This is an optimization exercise on Yosys and OpenROAD, whose aim is small area, not a production implementation. The RTL was checked by simulation tests, not by an equivalence proof against the original design. Power and IR drop assume default switching activity.

lane 1:
==> flow/design.v (excerpt) <==
module vfchd_i2cmux (
    input           Clk_ik,
    input           Rst_irq,
    input           IoExpApp12Int_ian,
    input           IoExpApp34Int_ian,
    input           IoExpBstEthInt_ian,
    input           IoExpLosInt_ian,
    input           IoExpBlmInInt_ian,
    output          InitDone_oq,
    output [4:0]    VmeGa_onqb5,
    output          VmeGaP_onq,
    input  [7:0]    Led_ib8,
    output [7:0]    StatusLed_ob8,
    input           GpIo1A2B_i,
    input           EnGpIo1Term_i,
    input           GpIo2A2B_i,
    input           EnGpIo2Term_i,
    input           GpIo34A2B_i,
    input           EnGpIo3Term_i,
    input           EnGpIo4Term_i,
    output          StatusGpIo1A2B_oq,
    output          StatusEnGpIo1Term_oq,
    output          StatusGpIo2A2B_oq,
    output          StatusEnGpIo2Term_oq,
    output          StatusGpIo34A2B_oq,
    output          StatusEnGpIo3Term_oq,
    output          StatusEnGpIo4Term_oq,
    output [7:0]    BlmIn_oqb8,
    output          AppSfp1Present_oq,
    output [15:0]   AppSfp1Id_oq16,
    output          AppSfp1TxFault_oq,
    output          AppSfp1Los_oq,
    input           AppSfp1TxDisable_i,
    input           AppSfp1RateSelect_i,
    output          StatusAppSfp1TxDisable_oq,
    output          StatusAppSfp1RateSelect_oq,
    output          AppSfp2Present_oq,
    output [15:0]   AppSfp2Id_oq16,
    output          AppSfp2TxFault_oq,
    output          AppSfp2Los_oq,
    input           AppSfp2TxDisable_i,
    input           AppSfp2RateSelect_i,
    output          StatusAppSfp2TxDisable_oq,
    output          StatusAppSfp2RateSelect_oq,
    output          AppSfp3Present_oq,
    output [15:0]   AppSfp3Id_oq16,
    output          AppSfp3TxFault_oq,
    output          AppSfp3Los_oq,
    input           AppSfp3TxDisable_i,
    input           AppSfp3RateSelect_i,
    output          StatusAppSfp3TxDisable_oq,
    output          StatusAppSfp3RateSelect_oq,
    output          AppSfp4Present_oq,
  ...
Size in the first run: ~1400 cells after synthesis, about 370 flip-flops, about 300 I/O pins, ~16000 um2 of cells after synthesis.
Settings: LEC_CHECK=0, CAP_MARGIN=20, CORE_MARGIN=2, CORE_UTILIZATION=70, SLEW_MARGIN=20; clock period 10.0 ns.
standard.sh (not shown) runs the stock make flow with config.mk's settings and CLKGATE_MAP_FILE= SYNTH_SCRIPT=/design/flow/synth_recipe.tcl, a recipe that flattens the netlist after the stock synthesis.
==> flow/flow/run.sh <==
#!/bin/bash
# Standard ORFS flow (the standard.sh, unchanged synthesis) with smaller port buffers
# and a clock tree of fewer, mid-size buffers.
set -euo pipefail
bash standard.sh \
  BUFFER_PORTS_ARGS="-buffer_cell sky130_fd_sc_hd__buf_1" \
  CTS_ARGS="-sink_clustering_enable -repair_clock_nets -buf_list sky130_fd_sc_hd__clkbuf_8 -sink_clustering_size 16 -sink_clustering_max_diameter 60 -dont_use_dummy_load" \
  finish > standard_flow.log 2>&1
Setup changes, lane 1 to lane 2
-- flow/flow/run.sh --
<<< lane 1, line 7
  CTS_ARGS="-sink_clustering_enable -repair_clock_nets -buf_list sky130_fd_sc_hd__clkbuf_8 -sink_clustering_size 16 -sink_clustering_max_diameter 60 -dont_use_dummy_load" \
>>> lane 2, line 7
  CTS_ARGS="-sink_clustering_enable -repair_clock_nets -buf_list sky130_fd_sc_hd__clkbuf_8 -sink_clustering_size 18 -sink_clustering_max_diameter 60 -dont_use_dummy_load" \
==> run summary <==
Least setup slack across all paths after layout ended up 0.023 ns lower on lane 2 than on lane 1.
The logic gate share of total power of lane 2 exceeds that of lane 1 by 0.2 points.
Against lane 1, total routed wirelength in lane 2 came out better.

* * *

the reference run:
Another version of the RTL of vfchd_i2cmux (not shown whole).
Size in the first run: roughly 1500 cells after synthesis, ~370 flip-flops, ~300 I/O pins, roughly 0.016 mm^2 of cells after synthesis.
Settings: LEC_CHECK=0, CAP_MARGIN=20, CORE_MARGIN=2, CORE_UTILIZATION=60, SLEW_MARGIN=20; clock period 10.0 ns.
==> flow/flow/run.sh <==
#!/bin/bash
# Standard ORFS flow (the standard.sh, unchanged synthesis) with smaller port buffers
# and a clock tree of fewer, mid-size buffers.
set -euo pipefail
bash standard.sh \
  BUFFER_PORTS_ARGS="-buffer_cell sky130_fd_sc_hd__buf_1" \
  CTS_ARGS="-sink_clustering_enable -repair_clock_nets -buf_list sky130_fd_sc_hd__clkbuf_16 -sink_clustering_size 24 -sink_clustering_max_diameter 50 -dont_use_dummy_load" \
  finish > standard_flow.log 2>&1
--- input diff the reference run..the trial run ---
diff --git a/flow/flow/run.sh b/flow/flow/run.sh
--- a/flow/flow/run.sh
+++ b/flow/flow/run.sh
@@ -7 +7 @@
-  CTS_ARGS="-sink_clustering_enable -repair_clock_nets -buf_list sky130_fd_sc_hd__clkbuf_16 -sink_clustering_size 24 -sink_clustering_max_diameter 50 -dont_use_dummy_load" \
+  CTS_ARGS="-sink_clustering_enable -repair_clock_nets -buf_list sky130_fd_sc_hd__clkbuf_8 -sink_clustering_size 16 -sink_clustering_max_diameter 60 -dont_use_dummy_load" \
diff --git a/flow/config.mk b/flow/config.mk
--- a/flow/config.mk
+++ b/flow/config.mk
@@ -10 +10 @@
-export CORE_UTILIZATION = 60
+export CORE_UTILIZATION = 75
### Flow results
- Sort the trial run and the reference run by all-layer global routing usage asc -> top: the reference run
- Compared with the reference run, the trial run shows effective utilization at floorplan higher by 15 points.
- Between the trial run and the reference run, it is the trial run whose setup slack is lower, by 0.40 ns.
- Diff the reference run -> the trial run | final area | decrease of about 2.6%
- Going from the reference run to the trial run, core area shrank by more than 10%.
- Vias: the trial run above the reference run
- Between the reference run and the trial run, relative contribution of combinational cells to total power increased.
- For the trial run, the startpoint of the worst setup timing path was i_Arbiter.State_q[0]$_SDFFE_PP0P_, unlike the reference run, where it was Led_ib8[1].

-- port drivers added, routing unchanged --
No port has a modelled driver above. Below, the same layouts with a new extraction and two added sets of constraints.
Step 1 sets driving cells, clkbuf_16 on the clock port and buf_2 on the other inputs (assumed; they add their load-dependent delay and slew).
Step 2 moves the port delays by t, midway between the first and last clock arrival at a register: inputs arrive t later, outputs are due t later. That takes back most of the time a late clock gives input paths.
Slacks: no drivers / after step 1 / after step 2; pairs: no drivers / after step 1.
run	t, ns	setup slack, ns	cell pins on the clock port's net
lane 1	0.621	5.871 / 5.887 / 5.267	1
lane 2	0.621	5.848 / 5.862 / 5.240	1
the reference run	0.605	6.176 / 6.205 / 5.599	1
the trial run	0.627	5.778 / 5.778 / 5.525	1
After both steps setup and hold are still met in every run listed. The setup slack of lane 2, which loses most, moves by +0.014 ns with the drivers and by -0.608 ns with both steps.
